What follows belongs to an exercise in optimizing a design on an open flow for small area and a short achievable clock period; a production flow would make more cautious choices. The RTL was checked by simulation tests, not by an equivalence proof against the original design. Power figures rest on the tool's default switching activity, not on a simulated workload.

==> module riscv, before the edit <==
module riscv(
	input clk,
	input reset,
	output [31:0] iram_addr,
	input  [31:0] iram_data,
	output dram_read,
	output dram_write,
	output [31:0] dram_addr,
	output [31:0] dram_data_out,
	input  [31:0] dram_data_in
);
reg [31:0] pc;
reg [31:0] registers [1:31];
assign iram_addr = pc;
wire [31:0] instruction = iram_data;
wire [4:0] rd  = instruction[11:7];
wire [4:0] rs1 = instruction[19:15];
wire [4:0] rs2 = instruction[24:20];
wire is_load, is_store, is_branch, is_lui, is_rtype, is_itype, regwrite;
decoder decoder1(.instruction(instruction), .is_load(is_load), .is_store(is_store),
	.is_branch(is_branch), .is_lui(is_lui), .is_rtype(is_rtype), .is_itype(is_itype),
	.regwrite(regwrite));
wire [31:1] sel1, sel2;
dec5 d1(.a(rs1), .en(1'b1), .y(sel1));
dec5 d2(.a(rs2), .en(~is_itype), .y(sel2));
wire [31:0] immI = {20'd0, instruction[31:20]};
wire [31:0] rs1_val, rs2_val;
genvar g, k;
generate
	for (g = 0; g < 32; g = g + 1) begin : rd_bit
		wire [31:1] col;
		for (k = 1; k < 32; k = k + 1) begin : c
			assign col[k] = registers[k][g];
		end
		rf_bit p1(.sel(sel1), .val(col), .e(1'b0), .v(1'b0), .q(rs1_val[g]));
		rf_bit p2(.sel(sel2), .val(col), .e(is_itype), .v(immI[g]), .q(rs2_val[g]));
	end
endgenerate
wire [11:0] imm12 = is_store ? {instruction[31:25], instruction[11:7]} : instruction[31:20];
wire [31:0] addr_sum;
add12z u_addr(.a(rs1_val), .b(imm12), .s(addr_sum));
wire [31:0] wdata;
wire eq;
alu alu1(.a(rs1_val), .d(rs2_val), .instruction(instruction), .is_rtype(is_rtype),
	.is_itype(is_itype), .is_load(is_load), .is_lui(is_lui),
	.din(dram_data_in), .wdata(wdata), .eq(eq));
assign dram_addr = addr_sum;
assign dram_data_out = rs2_val;
assign dram_write = is_store;
assign dram_read = is_load;
always @(posedge clk) begin
	if (regwrite && rd != 5'd0)
		registers[rd] <= wdata;
end
wire take = is_branch & eq;
wire [31:0] pc_nxt;
pc_next u_pcn(.pc(pc), .immb({instruction[31], instruction[7], instruction[30:25], instruction[11:8]}),
	.take(take), .nxt(pc_nxt));
always @(posedge clk) begin
	if (reset) pc <= 32'd0;
	else pc <= pc_nxt;
end
endmodule
Settings: LEC_CHECK=0, CAP_MARGIN=20, CORE_MARGIN=2, CORE_UTILIZATION=40, CTS_BUF_LIST=sky130_fd_sc_hd__clkbuf_8, CTS_CLUSTER_DIAMETER=90, CTS_CLUSTER_SIZE=14, SETUP_SLACK_MARGIN=4, SLEW_MARGIN=20, SYNTH_HIERARCHICAL=1; clock period 12.0 ns.
standard.sh (not shown) runs the stock make flow with config.mk's settings and CLKGATE_MAP_FILE= SYNTH_SCRIPT=/design/flow/synth_recipe.tcl, a recipe that flattens the netlist after the stock synthesis.
==> flow/flow/run.sh <==
#!/bin/bash
# The standard layout (the standard.sh, all ORFS steps), with one change:
# the port buffers that global placement inserts on every input and output are
# sky130_fd_sc_hd__buf_2 rather than the tool's default pick (a slow delay cell).
set -euo pipefail
export BUFFER_PORTS_ARGS="-buffer_cell sky130_fd_sc_hd__buf_2"
bash standard.sh > standard.log 2>&1
==> next run, changes <==
--- a/flow/design.v
+++ b/flow/design.v
@@ -926,10 +926,14 @@
 decoder decoder1(.instruction(instruction), .is_load(is_load), .is_store(is_store),
 	.is_branch(is_branch), .is_lui(is_lui), .is_rtype(is_rtype), .is_itype(is_itype),
 	.regwrite(regwrite));
 wire [31:1] sel1, sel2;
+wire [31:1] sel1b;
 dec5 d1(.a(rs1), .en(1'b1), .y(sel1));
+dec5 d1b(.a(rs1), .en(1'b1), .y(sel1b));
+wire [31:1] sel2b;
 dec5 d2(.a(rs2), .en(~is_itype), .y(sel2));
+dec5 d2b(.a(rs2), .en(~is_itype), .y(sel2b));
 wire [31:0] immI = {20'd0, instruction[31:20]};
 wire [31:0] rs1_val, rs2_val;
 genvar g, k;
 generate
@@ -937,10 +941,10 @@
 		wire [31:1] col;
 		for (k = 1; k < 32; k = k + 1) begin : c
 			assign col[k] = registers[k][g];
 		end
-		rf_bit p1(.sel(sel1), .val(col), .e(1'b0), .v(1'b0), .q(rs1_val[g]));
-		rf_bit p2(.sel(sel2), .val(col), .e(is_itype), .v(immI[g]), .q(rs2_val[g]));
+		rf_bit p1(.sel(g < 16 ? sel1 : sel1b), .val(col), .e(1'b0), .v(1'b0), .q(rs1_val[g]));
+		rf_bit p2(.sel(g < 16 ? sel2 : sel2b), .val(col), .e(is_itype), .v(immI[g]), .q(rs2_val[g]));
 	end
 endgenerate
 wire [11:0] imm12 = is_store ? {instruction[31:25], instruction[11:7]} : instruction[31:20];
 wire [31:0] addr_sum;
The new run went through all stages and came out clean.
Worst setup slack improves by 0.071 ns.
Cell area is lower by 0.95%.
Global-route usage is lower by 2.4 points.
Synthesized area climbs by about 1%.
Non-clock buffer count fell by 9.
Total power barely changes.

* * *

Another version of the RTL of riscv (not shown whole).
For scale: ~3300 cells after synthesis, roughly 1000 flip-flops, about 160 I/O pins.
==> module riscv, before the edit <==
module riscv(
	input clk,
	input reset,
	output [31:0] iram_addr,
	input  [31:0] iram_data,
	output dram_read,
	output dram_write,
	output [31:0] dram_addr,
	output [31:0] dram_data_out,
	input  [31:0] dram_data_in
);
reg [31:0] pc;
reg [31:0] registers [1:31];
assign iram_addr = pc;
wire [31:0] instruction = iram_data;
wire [4:0] rd  = instruction[11:7];
wire [4:0] rs1 = instruction[19:15];
wire [4:0] rs2 = instruction[24:20];
wire is_load, is_store, is_branch, is_lui, is_rtype, is_itype, regwrite;
decoder decoder1(.instruction(instruction), .is_load(is_load), .is_store(is_store),
	.is_branch(is_branch), .is_lui(is_lui), .is_rtype(is_rtype), .is_itype(is_itype),
	.regwrite(regwrite));
wire [31:1] sel1, sel2;
wire [31:1] sel1b;
dec5 d1(.a(rs1), .en(1'b1), .y(sel1));
dec5 d1b(.a(rs1), .en(1'b1), .y(sel1b));
dec5 d2(.a(rs2), .en(instruction[5] | ~instruction[4]), .y(sel2));    
wire [31:0] immI = {20'd0, instruction[31:20]};
wire [31:0] rs1_val, rs2_val;
genvar g, k;
generate
	for (g = 0; g < 32; g = g + 1) begin : rd_bit
		wire [31:1] col;
		for (k = 1; k < 32; k = k + 1) begin : c
			assign col[k] = registers[k][g];
		end
		rf_bit p1(.sel(g < 16 ? sel1 : sel1b), .val(col), .e(1'b0), .v(1'b0), .q(rs1_val[g]));
		rf_bit p2(.sel(sel2), .val(col), .e(is_itype), .v(immI[g]), .q(rs2_val[g]));
	end
endgenerate
wire [11:0] imm12 = is_store ? {instruction[31:25], instruction[11:7]} : instruction[31:20];
wire [31:0] addr_sum;
add12z u_addr(.a(rs1_val), .b(imm12), .s(addr_sum));
wire [31:0] wdata;
wire eq;
alu alu1(.a(rs1_val), .d(rs2_val), .instruction(instruction), .is_rtype(is_rtype),
	.is_itype(is_itype), .is_load(is_load), .is_lui(is_lui),
	.din(dram_data_in), .wdata(wdata), .eq(eq));
assign dram_addr = addr_sum;
assign dram_data_out = rs2_val;
assign dram_write = is_store;
assign dram_read = is_load;
always @(posedge clk) begin
	if (regwrite && rd != 5'd0)
		registers[rd] <= wdata;
end
wire take = is_branch & eq;
wire [31:0] pc_nxt;
pc_next u_pcn(.pc(pc), .immb({instruction[31], instruction[7], instruction[30:25], instruction[11:8]}),
	.take(take), .nxt(pc_nxt));
always @(posedge clk) begin
	if (reset) pc <= 32'd0;
	else pc <= pc_nxt;
end
endmodule
==> flow/config.mk <==
export PLATFORM = sky130hd
export DESIGN_NAME = riscv
export DESIGN_NICKNAME = riscv
export VERILOG_FILES = /design/flow/design.v
export SDC_FILE = /design/flow/constraint.sdc
export NUM_CORES = 4
export LEC_CHECK = 0
export CAP_MARGIN = 20
export CORE_MARGIN = 2
export CORE_UTILIZATION = 40
export CTS_BUF_LIST = sky130_fd_sc_hd__clkbuf_8
export CTS_CLUSTER_DIAMETER = 90
export CTS_CLUSTER_SIZE = 14
export SETUP_SLACK_MARGIN = 4
export SLEW_MARGIN = 20
export SYNTH_HIERARCHICAL = 1
==> flow/constraint.sdc <==
create_clock -name core_clock -period 12.0 [get_ports {clk}]
set_input_delay 2.4000 -clock core_clock [delete_from_list [all_inputs] [get_ports {clk}]]
set_output_delay 2.4000 -clock core_clock [all_outputs]
set_load 0.01 [all_outputs]
Scripts as last shown in full above: flow/flow/run.sh
Rerun with:
--- a/flow/design.v
+++ b/flow/design.v
@@ -929,9 +929,9 @@
 wire [31:1] sel1, sel2;
 wire [31:1] sel1b;
 dec5 d1(.a(rs1), .en(1'b1), .y(sel1));
 dec5 d1b(.a(rs1), .en(1'b1), .y(sel1b));
-dec5 d2(.a(rs2), .en(instruction[5] | ~instruction[4]), .y(sel2));    
+dec5 d2(.a(rs2), .en(~is_itype), .y(sel2));
 wire [31:0] immI = {20'd0, instruction[31:20]};
 wire [31:0] rs1_val, rs2_val;
 genvar g, k;
 generate
What happened: The new run finished with timing, DRC and antenna clean; cell count rises by 0.34%; wire length falls by 0.32%; clock-buffer cell count rises by 3; power barely changes; die area stays flat; sequential cell count does not change; area after synthesis is about the same; global-route usage rises by 0.45 points; first-iteration DRC count falls by 4.5%; non-clock buffer count rises by 15; via count hardly moves; fmax barely changes; critical path depth rises by 2; setup slack improved by 6.4 ps.

-- what the ideal ports hide --
No port has a modelled driver above. Below, the same layouts with a new extraction and two added sets of constraints.
Step 1 assumes that a clkbuf_16 drives the clock port and a buf_2 every other input.
Step 2 times the ports against the registers' clock, not the clock port: input delays grow and output delays shrink by t, the midpoint of the rising clock arrivals with the driver on.
Three values: ideal ports, drivers, drivers and shift; two values: the first two.
run	t (ns)	setup slack, ns	hold WS [ns]	worst setup path at the end	pins driven straight from the clock port
the first run of note 1	0.819	3.919 / 3.781 / 3.294	0.578 / 0.578 / 0.578	input to register	1
the second run of note 1	0.804	3.990 / 3.782 / 3.352	0.575 / 0.575 / 0.575	input to register	1
the first run of note 2	0.828	4.017 / 3.915 / 3.382	0.565 / 0.565 / 0.565	input to register	1
the second run of note 2	0.835	4.023 / 3.896 / 3.340	0.567 / 0.567 / 0.567	input to register	1
After both steps every run listed still meets setup and hold. The setup slack of the second run of note 2, which loses most, moves by -0.127 ns with the drivers and by -0.683 ns with both steps.
